This is an optimization exercise on Yosys and OpenROAD, whose aim is small area, not a production implementation. No activity file was given, so power comes from the tool's default toggle rates.

== build 87 ==
// usb_uvc_top
module usb_uvc_top
(
     input           clk_i
    ,input           rst_i
    ,input  [  7:0]  ulpi_data_out_i
    ,input           ulpi_dir_i
    ,input           ulpi_nxt_i
    ,output [  7:0]  ulpi_data_in_o
    ,output          ulpi_stp_o
    ,output          fifo_wr_en_o
    ,output [  7:0]  fifo_wr_data_o
    ,output          fifo_rd_en_o
    ,input  [  7:0]  fifo_rd_data_i
    ,input  [ 11:0]  fifo_wnum_i
    ,input           fifo_aempty_i
    ,input           fifo_afull_i
    ,input           fifo_empty_i
);
Size in the first run: ~2900 cells after synthesis, ~500 flip-flops, ~54 I/O pins.
export LEC_CHECK = 0
export CAP_MARGIN = 20
export CORE_MARGIN = 2
export CORE_UTILIZATION = 55
export CTS_BUF_LIST = sky130_fd_sc_hd__clkbuf_16
export CTS_CLUSTER_DIAMETER = 80
export CTS_CLUSTER_SIZE = 18
export SLEW_MARGIN = 20
create_clock -name core_clock -period 10.0 [get_ports {clk_i}]
run.sh (not shown) runs the stock make flow with config.mk's settings and CLKGATE_MAP_FILE= SYNTH_SCRIPT=/design/flow/synth_recipe.tcl, a recipe that flattens the netlist after the stock synthesis.
> inputs changed (build 87 -> build 33)
Settings: CORE_UTILIZATION now 60, was 55; CTS_CLUSTER_SIZE now 26, was 18; CTS_CLUSTER_DIAMETER now 90, was 80.
--- outcome ---
In build 33 the share of final-layout standard cells stronger than drive strength 1 turned out 0.21 points lower than in build 87.
Post-layout utilization of the core ended up 4.2 points higher on build 33 than on build 87.
As of build 33, final cell count without fillers had fallen by a few percent compared to build 87.
Delta (build 33 minus build 87): number of levels the H-tree was split into lost 1, post-route total power decreased by about 5.6% relative to the old numbers, wire length shrank by 1.1%, layout buffering overhead excluding clock cells barely changed.
Relative to build 87, the final worst slack of build 33 is lower by 0.099 ns.
| combinational fraction of design power | higher: build 33 |
Edits applied to the flow inputs when going from build 33 to build 17:
Settings: CORE_UTILIZATION: 60 -> 65; CTS_CLUSTER_DIAMETER: 90 -> 80; CTS_CLUSTER_SIZE: 26 -> 32.
==> flow/flow/run.sh (new file) <==
#!/bin/bash
# Layout flow: the standard flow (standard.sh) with two changes.
#  1. Synthesis is the standard flow's own script (synth_recipe.tcl, ORFS synth.tcl) except
#     that the ABC call maps the logic with an area-oriented script
#     (flow/abc.script) in place of ORFS's speed script. The registers are
#     mapped before ABC runs, so they are the standard synthesis's.
#  2. The port buffers are buf_1 cells.
# Each tool's output is in orfs/logs/ (per step) and standard.log (make).
set -euo pipefail
W=$(pwd)
F=$W/flow
sed "s#^source \$::env(SCRIPTS_DIR)/synth_preamble.tcl\$#&\nset abc_args [lreplace \$abc_args 1 1 $F/abc.script]#" \
    "$FLOW_HOME/scripts/synth.tcl" > "$W/synth_area.tcl"
grep -q "$F/abc.script" "$W/synth_area.tcl"
sed "s#source \$::env(SCRIPTS_DIR)/synth.tcl#source $W/synth_area.tcl#" synth_recipe.tcl > "$W/synth_recipe_area.tcl"
grep -q "synth_area.tcl" "$W/synth_recipe_area.tcl"
export BUFFER_PORTS_ARGS="-buffer_cell sky130_fd_sc_hd__buf_1"
bash standard.sh SYNTH_SCRIPT="$W/synth_recipe_area.tcl" finish > "$W/standard.log" 2>&1
==> flow/flow/abc.script (new file) <==
strash
&get -n
&deepsyn -T 60
&put
dch -f
amap
&get -n
&st
&dch
&nf -R 1000
&put
topo
==> flow/standard.sh (new file) <==
#!/bin/bash
# synth_recipe.tcl (not shown) runs the flow's synth.tcl, then flattens the netlist and writes it again
# the make line also repeats each setting of config.mk as NAME=value (left out here)
make -C /OpenROAD-flow-scripts/flow DESIGN_CONFIG=/design/flow/config.mk WORK_HOME=/design/flow/orfs CLKGATE_MAP_FILE= SYNTH_SCRIPT=/design/flow/synth_recipe.tcl "${@:-finish}"
removed: flow/run.sh
--- outcome ---
Build 17 ends up with a worst slew slack as a fraction of its limit that is 15 points higher than in build 33. Compared to build 33, build 17 has data-path buffer share of cell area in the final layout 0.94 points lower. Compared build 17 vs build 33, and average instance area after synthesis is up in build 17. Between build 17 and build 33, the area taken by flip-flops and latches figures differ only marginally. Later-pin clock latency in the skew report essentially unchanged between build 33 and build 17. Between build 17 and build 33, the post-route cell area is higher for build 33. Re combinational share of power: build 17 and build 33 aren't equal, and the lower value belongs to build 17. [build 17 vs build 33] multi-input combinational cell area: lower in build 17.
--- input diff build 17..build 1 ---
Settings: swapping 65 for 40 in CORE_UTILIZATION; swapping 80 for 60 in CTS_CLUSTER_DIAMETER; swapping 32 for 22 in CTS_CLUSTER_SIZE.
==> flow/run.sh (new file) <==
#!/bin/bash
# synth_recipe.tcl (not shown) runs the flow's synth.tcl, then flattens the netlist and writes it again
# the make line also repeats each setting of config.mk as NAME=value (left out here)
make -C /OpenROAD-flow-scripts/flow DESIGN_CONFIG=/design/flow/config.mk WORK_HOME=/design/flow/orfs CLKGATE_MAP_FILE= SYNTH_SCRIPT=/design/flow/synth_recipe.tcl finish
removed: flow/flow/run.sh
removed: flow/flow/abc.script
removed: flow/standard.sh
Notes after the runs:
Build 1 vs build 17, worst-path cell with the longest stage delay: sky130_fd_sc_hd__dfrtp_1 vs sky130_fd_sc_hd__or4_1
Build 17 → build 1: number of buffer and inverter stages on the critical path lower, post-route total power higher, count of H-tree levels built during CTS higher.
[diff] placement-stage worst setup slack, build 1 relative to build 17: regression
Compared with build 17, build 1 shows mean instance size in the synthesized netlist that has gone down by a few percent.
Build 1: all stages complete, timing, DRC and antenna checks passed
diff inputs: build 1 => build 26
Settings: CORE_UTILIZATION: 40 -> 55; CTS_CLUSTER_DIAMETER: 60 -> 80; CTS_CLUSTER_SIZE: 22 -> 18.
==> flow/flow/run.sh (new file) <==
#!/bin/bash
# Layout flow: the standard flow (standard.sh) with two changes.
#  1. Synthesis is the standard flow's own script (synth_recipe.tcl, ORFS synth.tcl) except
#     that the ABC call maps the logic with an area-oriented script
#     (flow/abc.script) in place of ORFS's speed script. The registers are
#     mapped before ABC runs, so they are the standard synthesis's.
#  2. The port buffers are buf_1 cells.
# Each tool's output is in orfs/logs/ (per step) and standard.log (make).
set -euo pipefail
W=$(pwd)
F=$W/flow
sed "s#^source \$::env(SCRIPTS_DIR)/synth_preamble.tcl\$#&\nset abc_args [lreplace \$abc_args 1 1 $F/abc.script]#" \
    "$FLOW_HOME/scripts/synth.tcl" > "$W/synth_area.tcl"
grep -q "$F/abc.script" "$W/synth_area.tcl"
sed "s#source \$::env(SCRIPTS_DIR)/synth.tcl#source $W/synth_area.tcl#" synth_recipe.tcl > "$W/synth_recipe_area.tcl"
grep -q "synth_area.tcl" "$W/synth_recipe_area.tcl"
export BUFFER_PORTS_ARGS="-buffer_cell sky130_fd_sc_hd__buf_1"
bash standard.sh SYNTH_SCRIPT="$W/synth_recipe_area.tcl" finish > "$W/standard.log" 2>&1
==> flow/flow/abc.script (new file) <==
strash
&get -n
&deepsyn -T 60
&put
dch -f
amap
&get -n
&st
&dch
&nf -R 1000
&put
topo
==> flow/standard.sh (new file) <==
#!/bin/bash
# synth_recipe.tcl (not shown) runs the flow's synth.tcl, then flattens the netlist and writes it again
# the make line also repeats each setting of config.mk as NAME=value (left out here)
make -C /OpenROAD-flow-scripts/flow DESIGN_CONFIG=/design/flow/config.mk WORK_HOME=/design/flow/orfs CLKGATE_MAP_FILE= SYNTH_SCRIPT=/design/flow/synth_recipe.tcl "${@:-finish}"
removed: flow/run.sh
## What came out
- Measured against each other, build 26 and build 1 differ in number of gates on the worst path with buffers counted, the higher figure coming from build 26.
- Of the two values seen for first element of the critical path, u_usb_uvc_core.u_core.u_sie_tx.state_q[1] was produced by build 1 and u_usb_phy.tx_delay_q[0] by build 26.
- Combinational cell fraction of total power was lower in the run labelled build 1.
- Count of clock-net buffers in the final layout sits lower in build 26 than in build 1.
- Number of ordinary inverters in the final layout was lower in the run labelled build 26.
- Build 26 — length of routed met2 wiring about 16% lower, build 1 as reference
- Build 26 reports its critical-path cell with the highest stage delay as sky130_fd_sc_hd__o21bai_1 while build 1 reports sky130_fd_sc_hd__dfrtp_1.
#### Input delta (build 16 over build 26)
Settings: a change of CORE_UTILIZATION from 55 to 60; a change of CTS_CLUSTER_SIZE from 18 to 26; a change of CTS_CLUSTER_DIAMETER from 80 to 90.
Sort build 16 and build 26 by clock power share asc -> top: build 16. Diff build 26 -> build 16: maximum VDD drop now smaller, die area now smaller. Post-synthesis cell area (higher): build 16. Diff build 26 -> build 16 | final critical path time including I/O delays and setup | increase of 0.21 ns.
No run of this note included a check of the RTL's function; only the layout flow was run.

-- what the ideal ports hide --
How much do the figures lean on ideal ports? The routed layouts below were timed once more, with nothing changed but the port constraints. Step 1, drivers: a clkbuf_16 drives clk_i and a buf_2 each remaining input, both assumed. Step 2 moves the port delays by t, midway between the first and last clock arrival at a register: inputs arrive t later, outputs are due t later. That takes back most of the time a late clock gives input paths. Slacks: no drivers / after step 1 / after step 2; pairs: no drivers / after step 1.
| run | t (ns) | slack for setup (ns) | worst hold slack (ns) | worst setup path after step 2 | pins driven straight from the clock port |
|---|---|---|---|---|---|
| build 87 | 0.618 | 4.301 / 4.243 / 4.861 | 0.321 / 0.321 / 0.321 | register to output | 1 |
| build 33 | 0.645 | 4.201 / 4.145 / 4.789 | 0.338 / 0.338 / 0.338 | register to output | 1 |
| build 17 | 0.632 | 4.806 / 4.747 / 5.093 | 0.342 / 0.342 / 0.342 | input to register | 1 |
| build 1 | 0.641 | 4.303 / 4.242 / 4.883 | 0.338 / 0.338 / 0.338 | register to output | 1 |
| build 26 | 0.617 | 4.951 / 4.894 / 4.725 | 0.334 / 0.334 / 0.334 | input to register | 1 |
| build 16 | 0.631 | 4.744 / 4.689 / 5.142 | 0.335 / 0.335 / 0.335 | input to register | 1 |
After both steps every run listed still meets setup and hold. The setup slack of build 26, which loses most, moves by -0.057 ns with the drivers and by -0.226 ns with both steps.
